This design comes from an exercise in tuning for small area and a short achievable clock period on the open sky130 flow, not from production work. At most, simulation tests tie the RTL to the original design; equivalence was not proved.

==> module AccumulatorScale, before the edit <==
module AccumulatorScale(
  input         clock,
  input         reset,
  output        io_in_ready,
  input         io_in_valid,
  input  [31:0] io_in_bits_acc_read_resp_data_0_0,
  input  [31:0] io_in_bits_acc_read_resp_data_1_0,
  input  [31:0] io_in_bits_acc_read_resp_data_2_0,
  input  [31:0] io_in_bits_acc_read_resp_data_3_0,
  input  [31:0] io_in_bits_acc_read_resp_data_4_0,
  input  [31:0] io_in_bits_acc_read_resp_data_5_0,
  input  [31:0] io_in_bits_acc_read_resp_data_6_0,
  input  [31:0] io_in_bits_acc_read_resp_data_7_0,
  input         io_in_bits_acc_read_resp_fromDMA,
  input  [31:0] io_in_bits_acc_read_resp_scale_bits,
  input  [2:0]  io_in_bits_acc_read_resp_act,
  input  [1:0]  io_in_bits_acc_read_resp_acc_bank_id,
  input         io_out_ready,
  output        io_out_valid,
  output [31:0] io_out_bits_full_data_0_0,
  output [31:0] io_out_bits_full_data_1_0,
  output [31:0] io_out_bits_full_data_2_0,
  output [31:0] io_out_bits_full_data_3_0,
  output [31:0] io_out_bits_full_data_4_0,
  output [31:0] io_out_bits_full_data_5_0,
  output [31:0] io_out_bits_full_data_6_0,
  output [31:0] io_out_bits_full_data_7_0,
  output [7:0]  io_out_bits_data_0_0,
  output [7:0]  io_out_bits_data_1_0,
  output [7:0]  io_out_bits_data_2_0,
  output [7:0]  io_out_bits_data_3_0,
  output [7:0]  io_out_bits_data_4_0,
  output [7:0]  io_out_bits_data_5_0,
  output [7:0]  io_out_bits_data_6_0,
  output [7:0]  io_out_bits_data_7_0,
  output [1:0]  io_out_bits_acc_bank_id,
  output        io_out_bits_fromDMA
);
  reg  [7:0]   valid;
  wire [7:0]   stalled;
  assign stalled[7] = valid[7] & ~io_out_ready;
  genvar g;
  generate for (g = 0; g < 7; g = g + 1) begin : stall_chain
    assign stalled[g] = valid[g] & stalled[g + 1];
  end endgenerate
  wire         load0 = io_in_valid & ~stalled[0];
  assign io_in_ready  = ~stalled[0];
  assign io_out_valid = valid[7];
  always @(posedge clock) begin
    if (reset) valid <= 8'h0;
    else valid <= {valid[6:0], load0} | (valid & stalled);
  end
  reg [255:0] fd0, fd1, fd2, fd3, fd4, fd5, fd6, fd7;
  reg [2:0]   sb0, sb1, sb2, sb3, sb4, sb5, sb6, sb7;
  reg [32:0]  sc0, sc1, sc2, sc3, sc4, sc5, sc6;
  reg [63:0]  res7;
  wire [63:0] res6;
  always @(posedge clock) begin
    if (load0) begin
      fd0 <= {io_in_bits_acc_read_resp_data_7_0, io_in_bits_acc_read_resp_data_6_0, io_in_bits_acc_read_resp_data_5_0, io_in_bits_acc_read_resp_data_4_0, io_in_bits_acc_read_resp_data_3_0, io_in_bits_acc_read_resp_data_2_0, io_in_bits_acc_read_resp_data_1_0, io_in_bits_acc_read_resp_data_0_0};
      sb0 <= {io_in_bits_acc_read_resp_acc_bank_id, io_in_bits_acc_read_resp_fromDMA};
      sc0 <= {io_in_bits_acc_read_resp_act == 3'd1, io_in_bits_acc_read_resp_scale_bits};
    end
    if (~stalled[1]) begin fd1 <= fd0; sb1 <= sb0; sc1 <= sc0; end
    if (~stalled[2]) begin fd2 <= fd1; sb2 <= sb1; sc2 <= sc1; end
    if (~stalled[3]) begin fd3 <= fd2; sb3 <= sb2; sc3 <= sc2; end
    if (~stalled[4]) begin fd4 <= fd3; sb4 <= sb3; sc4 <= sc3; end
    if (~stalled[5]) begin fd5 <= fd4; sb5 <= sb4; sc5 <= sc4; end
    if (~stalled[6]) begin fd6 <= fd5; sb6 <= sb5; sc6 <= sc5; end
    if (~stalled[7]) begin fd7 <= fd6; sb7 <= sb6; res7 <= res6; end
  end
  ScaleRow scale_row (
    .x     (fd6),
    .relu  (sc6[32]),
    .scale (sc6[31:0]),
    .y     (res6)
  );
  assign io_out_bits_full_data_0_0 = fd7[31:0];
  assign io_out_bits_full_data_1_0 = fd7[63:32];
  assign io_out_bits_full_data_2_0 = fd7[95:64];
  assign io_out_bits_full_data_3_0 = fd7[127:96];
  assign io_out_bits_full_data_4_0 = fd7[159:128];
  assign io_out_bits_full_data_5_0 = fd7[191:160];
  assign io_out_bits_full_data_6_0 = fd7[223:192];
  assign io_out_bits_full_data_7_0 = fd7[255:224];
  assign io_out_bits_data_0_0 = res7[7:0];
  assign io_out_bits_data_1_0 = res7[15:8];
  assign io_out_bits_data_2_0 = res7[23:16];
  assign io_out_bits_data_3_0 = res7[31:24];
  assign io_out_bits_data_4_0 = res7[39:32];
  assign io_out_bits_data_5_0 = res7[47:40];
  assign io_out_bits_data_6_0 = res7[55:48];
  assign io_out_bits_data_7_0 = res7[63:56];
  assign io_out_bits_fromDMA     = sb7[0];
  assign io_out_bits_acc_bank_id = sb7[2:1];
endmodule
==> flow/config.mk <==
export PLATFORM = sky130hd
export DESIGN_NAME = AccumulatorScale
export DESIGN_NICKNAME = AccumulatorScale
export VERILOG_FILES = /design/flow/design.v
export SDC_FILE = /design/flow/constraint.sdc
export NUM_CORES = 8
export LEC_CHECK = 0
export ABC_AREA = 1
export CAP_MARGIN = 20
export CORE_MARGIN = 2
export CORE_UTILIZATION = 40
export SLEW_MARGIN = 20
export SYNTH_HIERARCHICAL = 1
export SYNTH_MINIMUM_KEEP_SIZE = 0
==> flow/constraint.sdc <==
create_clock -name core_clock -period 48.0 [get_ports {clock}]
set_input_delay 9.6000 -clock core_clock [delete_from_list [all_inputs] [get_ports {clock}]]
set_output_delay 9.6000 -clock core_clock [all_outputs]
set_load 0.01 [all_outputs]
run.sh (not shown) runs the stock make flow with config.mk's settings and CLKGATE_MAP_FILE= SYNTH_SCRIPT=/design/flow/synth_recipe.tcl, a recipe that flattens the netlist after the stock synthesis.
==> next run, changes <==
--- a/flow/design.v
+++ b/flow/design.v
@@ -33,25 +33,37 @@
   output [7:0]  io_out_bits_data_5_0,
   output [7:0]  io_out_bits_data_6_0,
   output [7:0]  io_out_bits_data_7_0,
   output [1:0]  io_out_bits_acc_bank_id,
   output        io_out_bits_fromDMA
 );
-  reg  [7:0]   valid;
+  reg          valid_0, valid_1, valid_2, valid_3, valid_4, valid_5, valid_6, valid_7;
+  wire [7:0]   valid = {valid_7, valid_6, valid_5, valid_4, valid_3, valid_2, valid_1, valid_0};
   wire [7:0]   stalled;
-  assign stalled[7] = valid[7] & ~io_out_ready;
+  assign stalled[7] = valid_7 & ~io_out_ready;
   genvar g;
   generate for (g = 0; g < 7; g = g + 1) begin : stall_chain
     assign stalled[g] = valid[g] & stalled[g + 1];
   end endgenerate
   wire         load0 = io_in_valid & ~stalled[0];
   assign io_in_ready  = ~stalled[0];
-  assign io_out_valid = valid[7];
+  assign io_out_valid = valid_7;
   always @(posedge clock) begin
-    if (reset) valid <= 8'h0;
-    else valid <= {valid[6:0], load0} | (valid & stalled);
+    if (reset) begin
+      valid_0 <= 1'b0; valid_1 <= 1'b0; valid_2 <= 1'b0; valid_3 <= 1'b0;
+      valid_4 <= 1'b0; valid_5 <= 1'b0; valid_6 <= 1'b0; valid_7 <= 1'b0;
+    end else begin
+      valid_0 <= load0 | stalled[1] & valid_0;
+      valid_1 <= valid_0 | stalled[2] & valid_1;
+      valid_2 <= valid_1 | stalled[3] & valid_2;
+      valid_3 <= valid_2 | stalled[4] & valid_3;
+      valid_4 <= valid_3 | stalled[5] & valid_4;
+      valid_5 <= valid_4 | stalled[6] & valid_5;
+      valid_6 <= valid_5 | stalled[7] & valid_6;
+      valid_7 <= valid_6 | ~io_out_ready & valid_7;
+    end
   end
   reg [255:0] fd0, fd1, fd2, fd3, fd4, fd5, fd6, fd7;
   reg [2:0]   sb0, sb1, sb2, sb3, sb4, sb5, sb6, sb7;
   reg [32:0]  sc0, sc1, sc2, sc3, sc4, sc5, sc6;
   reg [63:0]  res7;
   wire [63:0] res6;
What happened: The new run ran to the end with no violations. Worst hold slack is worse by 0.049 ns. Wire length climbs by about 2.3%. Worst setup slack is better by 0.64 ns. Area after synthesis stays flat. Design area stays flat. Utilization stays flat. Clock-buffer cell count drops by 22. Maximum frequency climbs by about 3%. First-iteration DRC count climbs by 0.83%.
For the first run of this note, only the layout was checked, not whether the RTL still works.

==> port drivers added, routing unchanged <==
The flow's constraints put no driver on any port. The routed layouts listed below were extracted and timed again, unchanged, in two steps. Step 1 (the two cells are an assumption about what drives the block):
set clk [get_ports {clock}]
set_driving_cell -lib_cell sky130_fd_sc_hd__clkbuf_16 $clk
set_driving_cell -lib_cell sky130_fd_sc_hd__buf_2 [delete_from_list [all_inputs] $clk]
Step 2 moves the port delays by t, midway between the first and last clock arrival at a register: inputs arrive t later, outputs are due t later. That takes back most of the time a late clock gives input paths. Three values: no drivers, after step 1, after step 2; two values: the first two.
| run | t (ns) | setup WS [ns] | worst data-port slew with drivers (ns) | pins driven straight from the clock port |
|---|---|---|---|---|
| the first run | 1.087 | 26.236 / 26.214 / 26.214 | 0.12 | 1 |
| the second run | 1.103 | 26.872 / 26.850 / 26.850 | 0.21 | 1 |
After both steps setup and hold are still met in every run listed.
